This is an optimization exercise on Yosys and OpenROAD, whose aim is small area, not a production implementation.
Function was checked by simulation only, so behaviour that the tests miss may differ from the original.
The flow treats the clock pin as an ideal source. Dropping or thinning the clock tree relies on that and would not hold on a real chip.
Power is estimated from default activity; no workload was simulated.

==> flow/design.v <==
module AD_Table(Data_In, BCD_Out, Table_CLK);
input Table_CLK;
input [11:0] Data_In;
output [11:0] BCD_Out;
wire w2;
wire w3;
wire w6;
wire w7;
wire w8;
wire w9;
wire w10;
wire w12;
wire w13;
wire w14;
wire w15;
wire w16;
wire w17;
wire w18;
wire w19;
wire w20;
wire w22;
wire w23;
wire w24;
wire w25;
wire w26;
wire w27;
wire w28;
wire w29;
wire w30;
wire w31;
wire w32;
wire w34;
wire w35;
wire w36;
wire w37;
wire w38;
wire w39;
wire w40;
wire w41;
wire w42;
wire w43;
wire w44;
wire w45;
wire w46;
wire w47;
wire w48;
wire w49;
wire w50;
wire w51;
wire w52;
wire w53;
wire w54;
wire w55;
wire w56;
wire w57;
wire w58;
wire w59;
wire w60;
wire w61;
wire w62;
wire w63;
wire w64;
wire w65;
wire w66;
wire w67;
wire w68;
wire w69;
wire w70;
wire w71;
wire w72;
wire w73;
wire w74;
wire w75;
wire w76;
wire w77;
wire w78;
wire w79;
wire w80;
wire w81;
wire w82;
wire w83;
wire w84;
wire w85;
wire w86;
wire w87;
wire w88;
wire w89;
wire w90;
wire w91;
wire w92;
wire w93;
wire w94;
wire w95;
wire w96;
wire w97;
wire w98;
wire w99;
wire w100;
wire w101;
wire w102;
wire w103;
wire w104;
wire w105;
wire w106;
wire w107;
wire w108;
wire w109;
wire w110;
reg [7:0] v;
wire w111 = v[0];
wire w33 = v[1];
wire w21 = v[2];
wire w11 = v[3];
wire w4 = v[4];
wire w0 = v[5];
wire w5 = v[6];
wire w1 = v[7];
assign w2 = ( (w0) ) | ( ~ (w1) );
assign w3 = ( ~ (w1) & (w0) );
assign w6 = ( ~ (w4) & ~ (w3) ) | ( ~ (w2) ) | ( ~ (w5) );
assign w7 = ( ~ (w5) & ~ (w2) ) | ( ~ (w6) );
assign w8 = ( (w4) & ~ (w7) ) | ( ~ (w4) & (w7) );
assign w9 = ( ~ (w8) );
assign w10 = ( (w4) ) | ( ~ (w5) );
assign w12 = ( ~ (w11) & ~ (w10) );
assign w13 = ( ~ (w3) ) | ( ~ (w10) );
assign w14 = ( ~ (w11) & ~ (w8) );
assign w15 = ( ~ (w4) & ~ (w3) );
assign w16 = ( ~ (w5) ) | ( ~ (w2) ) | ( ~ (w15) );
assign w17 = ( ~ (w13) & ~ (w14) ) | ( ~ (w2) & ~ (w12) ) | ( ~ (w16) );
assign w18 = ( ~ (w17) );
assign w19 = ( ~ (w11) & ~ (w18) );
assign w20 = ( (w11) & ~ (w17) ) | ( ~ (w11) & (w17) );
assign w22 = ( ~ (w21) & ~ (w20) );
assign w23 = ( ~ (w5) & ~ (w2) );
assign w24 = ( ~ (w4) ) | ( ~ (w23) );
assign w25 = ( ~ (w16) ) | ( ~ (w24) );
assign w26 = ( ~ (w3) & ~ (w12) & ~ (w25) ) | ( ~ (w3) & ~ (w1) & ~ (w25) ) | ( ~ (w14) & ~ (w12) & ~ (w25) ) | ( ~ (w14) & ~ (w1) & ~ (w25) );
assign w27 = ( (w9) & (w26) ) | ( (w19) & (w26) ) | ( (w22) & (w26) );
assign w28 = ( ~ (w21) & ~ (w27) ) | ( (w21) & (w27) );
assign w29 = ( ~ (w26) & ~ (w19) );
assign w30 = ( ~ (w8) & ~ (w29) ) | ( ~ (w22) & ~ (w29) );
assign w31 = ( ~ (w21) & ~ (w27) ) | ( ~ (w20) );
assign w32 = ( ~ (w21) & ~ (w26) & ~ (w20) ) | ( ~ (w31) );
assign w34 = ( ~ (w33) & ~ (w28) ) | ( ~ (w32) );
assign BCD_Out[4] = ( ~ (w30) ) | ( ~ (w34) );
assign w35 = ( ~ (BCD_Out[4]) );
assign w36 = ( ~ (w33) & ~ (w35) ) | ( ~ (w28) );
assign BCD_Out[2] = ( ~ (w33) & ~ (w28) & ~ (w30) ) | ( ~ (w36) );
assign w37 = ( (Data_In[6]) & ~ (Data_In[11]) ) | ( ~ (Data_In[6]) & (Data_In[11]) );
assign w38 = ( ~ (w37) );
assign w39 = ( ~ (Data_In[11]) & (Data_In[6]) );
assign w41 = ( ~ (w40) & ~ (Data_In[7]) & ~ (w39) );
assign w42 = ( ~ (w40) & ~ (Data_In[8]) ) | ( ~ (Data_In[7]) & ~ (Data_In[8]) ) | ( ~ (w39) & ~ (Data_In[8]) );
assign w43 = ( (Data_In[8]) ) | ( ~ (w41) );
assign w44 = ( ~ (w41) & ~ (w42) ) | ( ~ (w43) );
assign w45 = ( ~ (Data_In[2]) );
assign w46 = ( ~ (Data_In[9]) ) | ( ~ (Data_In[8]) );
assign w47 = ( ~ (Data_In[2]) & ~ (Data_In[8]) ) | ( ~ (w46) );
assign w48 = ( (Data_In[9]) & ~ (Data_In[2]) ) | ( ~ (Data_In[9]) & (Data_In[2]) );
assign w49 = ( ~ (w47) & ~ (w48) );
assign w50 = ( ~ (Data_In[10]) );
assign w51 = ( (w49) & (w50) ) | ( (Data_In[9]) & (w45) );
assign w52 = ( (w51) ) | ( ~ (w46) );
assign w53 = ( (Data_In[4]) & ~ (Data_In[11]) ) | ( ~ (Data_In[4]) & (Data_In[11]) );
assign w54 = ( ~ (w52) & ~ (w53) ) | ( (w52) & (w53) );
assign w55 = ( ~ (w50) & ~ (w49) ) | ( (w50) & (w49) );
assign w56 = ( ~ (Data_In[1]) );
assign w57 = ( ~ (w56) & ~ (w48) ) | ( ~ (Data_In[8]) );
assign w58 = ( (Data_In[8]) & (w57) ) | ( (w48) & (w57) );
assign w59 = ( ~ (w56) & ~ (Data_In[8]) ) | ( ~ (Data_In[7]) );
assign w60 = ( ~ (Data_In[1]) & ~ (Data_In[3]) ) | ( ~ (Data_In[0]) & ~ (Data_In[3]) );
assign w61 = ( ~ (w51) & ~ (w37) ) | ( ~ (w60) & ~ (w37) );
assign w62 = ( ~ (Data_In[1]) & ~ (Data_In[0]) ) | ( ~ (Data_In[3]) );
assign w63 = ( ~ (w47) & ~ (w62) ) | ( ~ (Data_In[5]) ) | ( ~ (w38) );
assign w64 = ( ~ (Data_In[5]) & ~ (w61) ) | ( ~ (w63) );
assign w65 = ( ~ (w37) ) | ( ~ (w52) );
assign w66 = ( ~ (Data_In[4]) ) | ( ~ (w50) ) | ( ~ (w65) );
assign w67 = ( (Data_In[1]) & ~ (Data_In[8]) ) | ( ~ (Data_In[1]) & (Data_In[8]) );
assign w68 = ( ~ (Data_In[11]) );
assign w69 = ( ~ (Data_In[5]) & ~ (w68) ) | ( ~ (Data_In[6]) );
assign w70 = ( ~ (Data_In[0]) & ~ (w69) ) | ( ~ (w67) & ~ (w69) );
assign w71 = ( ~ (Data_In[7]) ) | ( ~ (w69) );
assign w72 = ( ~ (Data_In[7]) & ~ (w67) );
assign w73 = ( ~ (Data_In[0]) & ~ (w72) ) | ( ~ (w67) & ~ (w72) );
assign w74 = ( ~ (Data_In[0]) & ~ (w73) ) | ( ~ (w71) & ~ (w73) );
assign w75 = ( ~ (w70) & ~ (w74) );
assign w76 = ( ~ (Data_In[5]) & ~ (Data_In[6]) ) | ( ~ (w68) & ~ (Data_In[6]) );
assign w77 = ( (Data_In[7]) & (Data_In[0]) ) | ( (w67) ) | ( (w76) );
assign w78 = ( ~ (w38) & ~ (w52) );
assign w79 = ( ~ (Data_In[4]) & ~ (w50) & ~ (w78) );
assign w80 = ( ~ (w64) & ~ (w75) & ~ (w79) ) | ( ~ (w64) & ~ (w77) & ~ (w79) ) | ( ~ (w66) & ~ (w75) & ~ (w79) ) | ( ~ (w66) & ~ (w77) & ~ (w79) );
assign w81 = ( ~ (Data_In[0]) ) | ( ~ (w67) ) | ( ~ (w76) );
assign w82 = ( ~ (w56) & ~ (w81) ) | ( ~ (w56) & ~ (Data_In[7]) ) | ( ~ (w48) & ~ (w81) ) | ( ~ (w48) & ~ (Data_In[7]) );
assign w83 = ( ~ (w58) & ~ (w82) ) | ( ~ (w75) & ~ (w77) );
assign w84 = ( ~ (w80) & ~ (w83) );
assign w85 = ( (w58) & (w59) ) | ( (Data_In[3]) & (w55) ) | ( (w84) );
assign w86 = ( (Data_In[3]) & (w85) ) | ( (w55) & (w85) );
assign w87 = ( ~ (w54) & ~ (w86) );
assign w88 = ( ~ (Data_In[4]) & ~ (Data_In[11]) );
assign w89 = ( ~ (w52) & ~ (w87) & ~ (w88) ) | ( ~ (w53) & ~ (w87) & ~ (w88) );
assign w90 = ( ~ (w88) & ~ (w89) ) | ( ~ (w87) & ~ (w89) );
assign w91 = ( (Data_In[10]) & ~ (Data_In[5]) ) | ( ~ (Data_In[10]) & (Data_In[5]) );
assign w92 = ( ~ (w90) & ~ (w91) ) | ( (w90) & (w91) );
assign w93 = ( ~ (Data_In[9]) & ~ (w43) );
assign w94 = ( ~ (w50) & ~ (w68) ) | ( ~ (w93) & ~ (w68) );
assign w95 = ( ~ (w33) & ~ (w28) );
assign w96 = ( ~ (w30) & ~ (w95) );
assign BCD_Out[3] = ( (w32) & (w34) ) | ( (w96) & (w34) );
assign BCD_Out[1] = ( (w33) & ~ (BCD_Out[4]) ) | ( ~ (w33) & (BCD_Out[4]) );
assign w97 = ( (w50) & (Data_In[5]) ) | ( (w50) & (w90) ) | ( (Data_In[5]) & (w90) );
assign w98 = ( ~ (w0) & ~ (w5) ) | ( ~ (w1) );
assign w99 = ( ~ (w7) ) | ( ~ (w27) );
assign w100 = ( ~ (w98) ) | ( ~ (w99) );
assign w101 = ( ~ (w98) );
assign w102 = ( ~ (w27) & ~ (w17) ) | ( ~ (w101) & ~ (w17) );
assign w103 = ( ~ (w100) ) | ( ~ (w102) );
assign w104 = ( ~ (w7) ) | ( ~ (w103) );
assign BCD_Out[9] = ( ~ (w6) & ~ (w98) ) | ( ~ (w18) & ~ (w98) );
assign BCD_Out[8] = ( ~ (w98) & ~ (BCD_Out[9]) ) | ( ~ (w104) & ~ (BCD_Out[9]) );
assign BCD_Out[5] = ( ~ (w27) & ~ (BCD_Out[8]) ) | ( (w27) & (BCD_Out[8]) );
assign BCD_Out[7] = ( ~ (w103) );
assign BCD_Out[6] = ( ~ (w17) & ~ (w102) ) | ( ~ (w100) & ~ (w102) );
assign w105 = ( (w40) & ~ (Data_In[7]) ) | ( ~ (w40) & (Data_In[7]) );
assign w106 = ( ~ (w39) & ~ (w105) ) | ( (w39) & (w105) );
assign w107 = ( ~ (Data_In[9]) & ~ (w43) ) | ( (Data_In[9]) & (w43) );
assign w108 = ( ~ (w50) & ~ (w93) ) | ( (w50) & (w93) );
assign w109 = ( ~ (w54) & ~ (w86) ) | ( (w54) & (w86) );
assign w40 = ( (w38) & (w89) ) | ( (w38) & (w97) ) | ( (w89) & (w97) );
assign w110 = ( (w38) & ~ (w89) & ~ (w97) ) | ( ~ (w38) & (w89) & ~ (w97) ) | ( ~ (w38) & ~ (w89) & (w97) ) | ( (w38) & (w89) & (w97) );
assign BCD_Out[10] = 1'b0;
assign BCD_Out[11] = BCD_Out[10];
assign BCD_Out[0] = w111;
always @(posedge Table_CLK) v <= {w94, w108, w107, w44, w106, w110, w92, w109};
endmodule
==> flow/flow/run.sh <==
#!/bin/bash
# Own layout flow: the standard synthesis, then its combinational logic re-mapped
# for area (flip-flops untouched, each candidate proven equivalent to the standard
# netlist), then the standard ORFS steps with small port buffers.
set -euo pipefail
W=$PWD
R=$W/orfs/results/$FLOW_PLATFORM/AD_Table/base
F=$W/flow
export LIB=$FLOW_HOME/platforms/$FLOW_PLATFORM/lib/sky130_fd_sc_hd__tt_025C_1v80.lib
export DONT_USE="$(sed -n '/DONT_USE_CELLS/,/^$/p' $FLOW_HOME/platforms/$FLOW_PLATFORM/config.mk | grep -o 'sky130_fd_sc_hd__[a-z0-9_]*' | tr '\n' ' ')"

bash standard.sh $R/1_2_yosys.v > std_synth.log 2>&1
cp $R/1_2_yosys.v std_1_2_yosys.v
python3 $F/cellmodels.py $LIB > cells_comb.v 2> cellmodels.log
export CELLS=$W/cells_comb.v IN=$W/std_1_2_yosys.v
python3 $F/netcut.py $IN $FLOW_TOP $W/cut_std.v > netcut_std.log 2>&1

names=""
for s in $F/[ab]*.abc; do
  for fa in none fa; do
    n=$(basename $s .abc)_$fa; names="$names $n"
    (
      FA=$fa ABCS=$s OUT=$W/remap_$n.v timeout 900 yosys -c $F/remap.tcl > remap_$n.log 2>&1 &&
      python3 $F/netcut.py $W/remap_$n.v $FLOW_TOP $W/cut_$n.v > netcut_$n.log 2>&1 &&
      VIN=$W/cut_std.v VOUT=$W/cut_$n.v timeout 900 yosys -c $F/verify.tcl > verify_$n.log 2>&1 &&
      touch $W/ok_$n
    ) || true &
  done
done
wait
best=""; best_area=""
for n in $names; do
  [[ -f $W/ok_$n ]] || continue
  grep -q "unknown\|\\\$lut\|\\\$_" remap_$n.v.stat && continue
  a=$(grep -i "chip area" remap_$n.v.stat | awk '{print $NF}' || true)
  if [[ -n "$a" ]] && { [[ -z "$best_area" ]] || python3 -c "import sys; sys.exit(0 if $a < $best_area else 1)"; }; then
    best=$W/remap_$n.v; best_area=$a
  fi
done
echo "standard: $(grep -i 'chip area' $W/orfs/reports/$FLOW_PLATFORM/AD_Table/base/synth_stat.txt) best remap: $best $best_area" > remap_choice.log
for n in $names; do echo "$n $([[ -f $W/ok_$n ]] && echo proven || echo no) $(grep -i 'chip area' remap_$n.v.stat 2>/dev/null)" >> remap_choice.log; done
if [[ -n "$best" ]]; then cp $best $R/1_2_yosys.v; fi

export BUFFER_PORTS_ARGS="-buffer_cell sky130_fd_sc_hd__buf_1"
export POST_CTS_TCL=$F/post_cts.tcl
bash standard.sh finish > std_finish.log 2>&1
==> flow/flow/a1.abc <==
strash
dch -f
map -a
topo
==> flow/flow/a3.abc <==
strash
dch -f
&get -n
&nf -R 1000
&put
topo
==> flow/flow/a4.abc <==
strash
dch -f
amap
topo
==> flow/flow/a5.abc <==
strash
&get -n
&deepsyn -T 60 -S 1
&put
strash
dch -f
&get -n
&nf -R 1000
&put
topo
==> flow/flow/a6.abc <==
strash
&get -n
&deepsyn -T 60 -S 2
&put
strash
dch -f
&get -n
&nf -R 1000
&put
topo
==> flow/flow/a7.abc <==
strash
&get -n
&deepsyn -T 60 -S 3
&put
strash
dch -f
&get -n
&nf -R 1000
&put
topo
==> flow/flow/a8.abc <==
strash
&get -n
&dch -f
&nf -R 1000 -p -F 8 -A 4 -C 32
&put
topo
==> flow/flow/a9.abc <==
strash
dch -f
amap -m
topo
==> flow/flow/b1.abc <==
strash
&get -n
&dch -f
&nf -R 1000 -F 8 -A 4 -C 32
&put
topo
==> flow/flow/b2.abc <==
strash
&get -n
&dch -f
&nf -R 1000 -p -F 8 -A 4 -C 32
&put
strash
&get -n
&dch -f
&nf -R 1000 -p -F 8 -A 4 -C 32
&put
topo
==> flow/flow/b3.abc <==
strash
&get -n
&dch
&nf -R 1000 -p -F 8 -A 4 -C 8
&put
topo
==> flow/flow/cellmodels.py <==
# Writes Verilog models of the liberty's combinational cells (from their function
# attributes) so that yosys can flatten a mapped netlist back into plain logic.
import re, sys
txt = open(sys.argv[1]).read()
def vexpr(f):
    toks = re.findall(r"[A-Za-z_][A-Za-z0-9_]*|[01]|[!&|^*+()]", f)
    out, prev = [], None
    for t in toks:
        if (re.match(r"[A-Za-z_(!]", t) and prev is not None
                and (re.match(r"[A-Za-z_0-9]", prev) or prev == ")")):
            out.append("&")
        out.append({"!": "~", "*": "&", "+": "|", "0": "1'b0", "1": "1'b1"}.get(t, t))
        prev = t
    return " ".join(out)
seen = set()
for m in re.finditer(r'cell \("?(sky130_fd_sc_hd__\w+)"?\)', txt):
    name = m.group(1)
    if name in seen or name.endswith(("conb_1", "sparecell")):
        continue
    seen.add(name)
    nxt = txt.find("cell (", m.end())
    body = txt[m.end(): nxt if nxt > 0 else len(txt)]
    if re.search(r"\b(ff|latch|statetable)\s*\(", body):
        continue
    outs = {}
    for pm in re.finditer(r'pin \("?(\w+)"?\)\s*\{', body):
        seg = body[pm.end(): pm.end() + 4000]
        nextpin = re.search(r"\n\s*pin \(", seg)
        if nextpin:
            seg = seg[: nextpin.start()]
        d = re.search(r'direction\s*:\s*"?(\w+)', seg)
        f = re.search(r'function\s*:\s*"([^"]*)"', seg)
        if d and d.group(1) == "output" and f and f.group(1).strip():
            outs[pm.group(1)] = f.group(1)
    if not outs:
        continue
    ins = sorted(set(re.findall(r"[A-Za-z_][A-Za-z0-9_]*", " ".join(outs.values()))))
    ports = ins + sorted(outs)
    print("module %s(%s);" % (name, ", ".join(ports)))
    for p in ins:
        print("input %s;" % p)
    for o in sorted(outs):
        print("output %s;" % o)
    for o, f in outs.items():
        print("assign %s = %s;" % (o, vexpr(f)))
    print("endmodule")
print("module sky130_fd_sc_hd__conb_1(HI, LO);\noutput HI;\noutput LO;\nassign HI = 1'b1;\nassign LO = 1'b0;\nendmodule")
==> flow/flow/netcut.py <==
# Turns a flat netlist into a combinational one for an equivalence proof: each
# flip-flop instance is removed, its Q net becomes input ffq_<n> and its D net
# drives output ffd_<n>, where <n> follows the sorted instance names.
import re, sys
src = open(sys.argv[1]).read()
top = sys.argv[2]
inst = re.compile(r"^\s*(sky130_fd_sc_hd__df\w+)\s+(\\\S+|\S+)\s*\((.*?)\);", re.S | re.M)
ffs = sorted((m.group(2), dict(re.findall(r"\.(\w+)\(([^()]*)\)", m.group(3)))) for m in inst.finditer(src))
src = inst.sub("", src)
m = re.search(r"module\s+%s\s*\((.*?)\);" % re.escape(top), src, re.S)
extra_ports, decls = [], []
for i, (name, pins) in enumerate(ffs):
    extra_ports += ["ffq_%d" % i, "ffd_%d" % i]
    decls.append("  input ffq_%d;\n  output ffd_%d;\n  assign %s = ffq_%d;\n  assign ffd_%d = %s;\n" % (i, i, pins["Q"], i, i, pins["D"]))
ports = m.group(1).strip()
new_head = "module %s(%s);\n%s" % (top, ", ".join([ports] + extra_ports if ports else extra_ports), "".join(decls))
src = src[: m.start()] + new_head + src[m.end():]
# a Q net may have been declared as a reg/wire; the assign above drives it
open(sys.argv[3], "w").write(src)
print(len(ffs))
==> flow/flow/post_cts.tcl <==
# After CTS: the clock tree for this handful of flip-flops is a root buffer and two
# leaf buffers. Drive every sink from the root buffer instead and remove the leaf
# buffers, so the clock still reaches every register through exactly one buffer.
set block [ord::get_db_block]
set root ""
foreach inst [$block getInsts] {
  if {[string match "clkbuf_0_*" [$inst getName]]} { set root $inst }
}
if {$root ne ""} {
  set rootnet [[$root findITerm X] getNet]
  set leaves {}
  foreach it [$rootnet getITerms] {
    set inst [$it getInst]
    if {$inst ne $root && [$it isInputSignal] && [string match "*clkbuf*" [[$inst getMaster] getName]]} {
      lappend leaves $inst
    }
  }
  foreach leaf $leaves {
    set lnet [[$leaf findITerm X] getNet]
    foreach it [$lnet getITerms] {
      if {[$it getInst] ne $leaf} {
        $it disconnect
        $it connect $rootnet
      }
    }
    [$leaf findITerm A] disconnect
    [$leaf findITerm X] disconnect
    odb::dbInst_destroy $leaf
    odb::dbNet_destroy $lnet
  }
  # one stronger buffer, placed at the centre of its sinks
  $root swapMaster [[ord::get_db] findMaster sky130_fd_sc_hd__clkbuf_4]
  set sx 0; set sy 0; set n 0
  foreach it [$rootnet getITerms] {
    set inst [$it getInst]
    if {$inst eq $root} { continue }
    set bb [$inst getBBox]
    set sx [expr {$sx + ([$bb xMin] + [$bb xMax]) / 2}]
    set sy [expr {$sy + ([$bb yMin] + [$bb yMax]) / 2}]
    incr n
  }
  if {$n > 0} { $root setLocation [expr {$sx / $n}] [expr {$sy / $n}] }
  puts "post_cts: removed [llength $leaves] leaf clock buffers; [$root getName] drives [llength [$rootnet getITerms]] pins"
  detailed_placement
  estimate_parasitics -placement
}

# The constant-0 outputs each got their own tie cell; drive them all from one.
set keep ""
foreach inst [$block getInsts] {
  if {![string match "sky130_fd_sc_hd__conb_1" [[$inst getMaster] getName]]} { continue }
  set lo [$inst findITerm LO]
  set hi [$inst findITerm HI]
  if {[$hi getNet] ne "NULL" && [$hi getNet] ne ""} { continue }
  set net [$lo getNet]
  if {$net eq "NULL" || $net eq ""} { continue }
  if {[llength [$net getITerms]] != 1} { continue }
  if {$keep eq ""} { set keep $net; continue }
  foreach bt [$net getBTerms] {
    $bt disconnect
    $bt connect $keep
  }
  puts "post_cts: merged tie cell [$inst getName] into net [$keep getName]"
  $lo disconnect
  odb::dbInst_destroy $inst
  odb::dbNet_destroy $net
}
==> flow/flow/remap.tcl <==
# Re-maps the combinational logic of the standard synthesis netlist with an
# area-oriented ABC script. Flip-flop instances (names, cell types) are kept as
# they are: the liberty cells are read as black boxes, then every combinational
# cell is replaced by its function model and flattened.
yosys read_liberty -lib $::env(LIB)
yosys read_verilog -overwrite $::env(CELLS)
yosys read_verilog $::env(IN)
yosys hierarchy -top $::env(FLOW_TOP)
yosys flatten
yosys techmap
yosys opt -fast
yosys opt_clean -purge
if {$::env(FA) ne "none"} {
  if {$::env(FA) eq "fa"} { yosys extract_fa -fa } else { yosys extract_fa }
  yosys techmap -map $::env(FLOW_HOME)/platforms/$::env(FLOW_PLATFORM)/cells_adders_hd.v
  yosys techmap
  yosys opt -fast -purge
}
set du ""
foreach c $::env(DONT_USE) { append du " -dont_use $c" }
yosys abc -script $::env(ABCS) -liberty $::env(LIB) {*}$du
yosys opt_clean -purge
yosys hilomap -singleton -hicell sky130_fd_sc_hd__conb_1 HI -locell sky130_fd_sc_hd__conb_1 LO
yosys splitnets
yosys opt_clean -purge
yosys tee -o $::env(OUT).stat stat -liberty $::env(LIB)
yosys write_verilog -noattr -nohex -nodec $::env(OUT)
==> flow/flow/remapR.tcl <==
# Like remap.tcl, but takes the combinational logic from the RTL itself (design.v)
# instead of from the standard synthesis netlist, so that ABC starts from the
# structure written in the RTL. Registers are named as the standard synthesis
# names them; verify.tcl then proves the result against the standard netlist.
yosys read_liberty -lib $::env(LIB)
yosys read_verilog -defer $::env(DESIGN)
yosys hierarchy -check -top $::env(FLOW_TOP)
yosys synth -nofsm -noshare -flatten -top $::env(FLOW_TOP) -run :fine
yosys opt -purge
yosys techmap
yosys opt -fast -purge
yosys rename -wire
set du ""
foreach c $::env(DONT_USE) { append du " -dont_use $c" }
yosys dfflibmap -liberty $::env(LIB) {*}$du
yosys opt_clean -purge
if {$::env(FA) ne "none"} {
  if {$::env(FA) eq "fa"} { yosys extract_fa -fa } else { yosys extract_fa }
  yosys techmap -map $::env(FLOW_HOME)/platforms/$::env(FLOW_PLATFORM)/cells_adders_hd.v
  yosys techmap
  yosys opt -fast -purge
}
yosys abc -script $::env(ABCS) -liberty $::env(LIB) {*}$du
yosys opt_clean -purge
yosys hilomap -singleton -hicell sky130_fd_sc_hd__conb_1 HI -locell sky130_fd_sc_hd__conb_1 LO
yosys splitnets
yosys opt_clean -purge
yosys tee -o $::env(OUT).stat stat -liberty $::env(LIB)
yosys write_verilog -noattr -nohex -nodec $::env(OUT)
==> flow/flow/verify.tcl <==
# Proves that a re-mapped netlist ($OUT) does what the standard synthesis netlist
# ($IN) does. netcut.py has replaced their flip-flops (matched by instance name)
# with ports, so this is a combinational SAT proof.
yosys read_verilog $::env(CELLS)
yosys read_verilog $::env(VIN)
yosys rename $::env(FLOW_TOP) gold
yosys read_verilog $::env(VOUT)
yosys rename $::env(FLOW_TOP) gate
yosys hierarchy -check
yosys flatten gold gate
yosys miter -equiv -flatten -make_assert gold gate miter
yosys hierarchy -top miter
yosys sat -verify -prove-asserts miter
==> flow/standard.sh <==
#!/bin/bash
# synth_recipe.tcl (not shown) runs the flow's synth.tcl, then flattens the netlist and writes it again
# the make line also repeats each setting of config.mk as NAME=value (left out here)
make -C /OpenROAD-flow-scripts/flow DESIGN_CONFIG=/design/flow/config.mk WORK_HOME=/design/flow/orfs CLKGATE_MAP_FILE= SYNTH_SCRIPT=/design/flow/synth_recipe.tcl "${@:-finish}"
==> flow/config.mk <==
export PLATFORM = sky130hd
export DESIGN_NAME = AD_Table
export DESIGN_NICKNAME = AD_Table
export VERILOG_FILES = /design/flow/design.v
export SDC_FILE = /design/flow/constraint.sdc
export NUM_CORES = 4
export LEC_CHECK = 0
export ABC_AREA = 1
export CAP_MARGIN = 20
export CORE_AREA = 4 4 71 71
export CTS_BUF_LIST = sky130_fd_sc_hd__clkbuf_2
export DIE_AREA = 0 0 75 75
export SLEW_MARGIN = 20
export SYNTH_MEMORY_MAX_BITS = 65536
==> flow/constraint.sdc <==
create_clock -name core_clock -period 10.0 [get_ports {Table_CLK}]
set_input_delay 2.0000 -clock core_clock [delete_from_list [all_inputs] [get_ports {Table_CLK}]]
set_output_delay 2.0000 -clock core_clock [all_outputs]
set_load 0.01 [all_outputs]
==> summary.txt <==
Outcome
  – Status: complete, no violations

Cells and area
  – Final std cells w/o fill: 190
  – Largest Register: v
  – Ant diodes: 0
  – Post-route cell area: 960 sq um
  – Area Overhead vs Synth: 19.3%
  – Largest register FFs: 8
  – Fillcell total: 494
  – Final net count: approximately 160
  – Top Registers: v x8
  – Layout cells sized above 1: 0.725%

Clock network
  – CTS clk-pin slew, worst paths: 0.08 ns
  – TritonCTS Sinks: 8

Route
  – DR vias: 846
  – Vias per cell: approximately 4.5
  – Total wire length: 1860 um
  – WL per Instance: between 9 and 10 um
  – Post-DRT Antenna Nets: 0
  – Drt first pass iters: 4
  – Initial DRC count: 52
  – # DRC: 0

Power
  – Int Pwr: roughly 94 uW
  – Net Sw Frac: 49.0%
  – Net Sw Power: roughly 90 uW
  – Combinational share of power: 68.5%
  – Sequential share of power: 25.2%
  – PwrDens: 192 mW/mm^2
  – Leakage: 0.000326 uW
  – Worst vdd ir: 0.0679 mV
  – Clock Power Share: under 10%

Timing
  – Hold Violations, Final: 0
  – Tmin final: 5.71 ns
  – Period utilization: 57.1%
  – Final max-slew violation count: 0
  – Slew Limit Headroom: 54.2%
  – RSZ-0062 raised after global routing: no
  – Slew of the pin with the lowest slew margin: approximately 0.68 ns
  – Final Setup Violations: 0
  – Fmax: approximately 180 MHz
  – Setup_tns: 0 ns

Placed design
  – DP Wirelength: 1540 um
  – # port buffers: 22
  – Placer Congestion: 0.945
  – Post-Place Cells: 190
  – DP Area: 956 sq um

Synthesis
  – Cell count after synthesis: 115
  – Syn. warnings: 1
  – Mean post-synth cell area: roughly 7 sq um
  – Synthesized cell area: around 800 sq um

Floorplanning
  – Chip width: approximately 75 um
  – DIE AREA: 0.00563 sq mm
  – Row cnt: 24
  – Starting Density: 18.5%
  – Core area: 0.00435 sq mm
  – # IOs: 25
  – Die Ht: 75 um

GRT
  – Initial antenna violation count: 0
  – First-pass GRT wire length: 2950 um
  – Gr usage total: 6.65%
  – Vias in the first global route: roughly 700
  – Largest net degree at the start of global routing: 9
  – GR Overflow Total: 0

Worst setup path
  – Most frequent CP cell: nor2_1
  – Slowest CP cell: nor3_1
  – Buf+Inv Stages, Crit Path: 2
  – WP data arrival: 3.71 ns
  – Worst EP required: 8.00 ns
  – Critical setup path kind: flip-flop to output pin
  – Top delay family on crit path: simple AND/OR/NAND/NOR gates
  – Max incr delay on CP: 0.53 ns
  – Crit Path Max Fanout: 6
  – Startpoint Class: flip-flop
  – CP cell instances: nor2b_1 > o211ai_1 > o21ai_0 > xor2_1 > nor2_1 > nor2_1 > nor3_1 > xnor2_1 > nor2_1 > nor2_1 > nor2_1 > xnor2_1 > or2_0 > nand2_1 > nand2_1 > clkinv_1 > o21ai_0 > o21ai_0 > buf_1
  – CP Capture Type: output pin

Run
  – Max Cap Viol: 0

Worst hold path
  – Worst hold path type: primary input to flip-flop
## power groups by stage
stage	Sequential, uW	Clock, uW	Combinational, uW
finish	46.4	11.6	126
global route	48.0	12.8	144
detailed placement	47.4	0	127
global placement	47.4	0	125
floorplan	47.0	0	90.6
## placed cells by master, fill, tap and decap left out, types with 2 or more instances in the layout
| cell type | count |
|---|---|
| a211oi_1 | 2 |
| a21oi_1 | 13 |
| a31oi_1 | 3 |
| buf_1 | 22 |
| clkinv_1 | 6 |
| dfxtp_1 | 8 |
| fa_1 | 3 |
| nand2_1 | 12 |
| nand2b_1 | 4 |
| nor2_1 | 12 |
| nor2b_1 | 4 |
| nor3_1 | 4 |
| o21a_1 | 2 |
| o21ai_0 | 15 |
| o22ai_1 | 3 |
| xnor2_1 | 7 |
| xor2_1 | 7 |
## final timing paths
| kind | startpoint | to | slack [ns] | cells past startpoint |
|---|---|---|---|---|
| min | Data_In[9] | v[5] | 2.18 | 2 |
| max | v[5] | BCD_Out[2] | 4.29 | 19 |
## layout make-up
| type | instances | area [sq um] | share of cell area, % |
|---|---|---|---|
| Multi-Input combinational cell | 101 | 622 | 64.8 |
| Inverter | 6 | 22.5 | 2.35 |
| Clock buffer | 1 | 7.51 | 0.782 |
| Tap cell | 52 | 65.1 | 6.78 |
| Timing Repair Buffer | 22 | 82.6 | 8.60 |
| Sequential cell | 8 | 160 | 16.7 |
## stage by stage
stage / power, uW / worst slack, ns / hold WS [ns] / utilization (%)
after global placement: 173 / 4.34 / 2.34 / 22.0
after global routing: 204 / 3.91 / 2.18 / 22.0
after detailed placement: 174 / 4.20 / 2.33 / 22.0
after floorplan: 138 / 4.77 / 2.10 / -
final: 184 / 4.29 / 2.18 / 22.0
## layer usage
layer  up-vias  wire, um  global-route usage, %
met1       362       934                   8.69
li1        454         -                      -
met2        26       786                   11.6
met3         4       108                  0.134
met4         0        27                   2.57
met5         -         0                      0

==> separate check: timing with driven ports <==
Ports are ideal in the flow. The routed layout listed here was re-timed in OpenROAD. Step 1 sets driving cells, clkbuf_16 on the clock port and buf_2 on the other inputs (assumed; they add their load-dependent delay and slew). Step 2 times the ports against the registers' clock, not the clock port: input delays grow and output delays shrink by t, the midpoint of the rising clock arrivals with the driver on. Three values: no drivers, after step 1, after step 2; two values: the first two.
shift t [ns]: 0.160
slack for setup (ns): 4.294 / 4.276 / 4.200
worst setup path at the end: input to register
After both steps setup and hold are still met in this run. For this run, drivers alone change the setup slack by -0.018 ns; drivers and shift together by -0.094 ns.
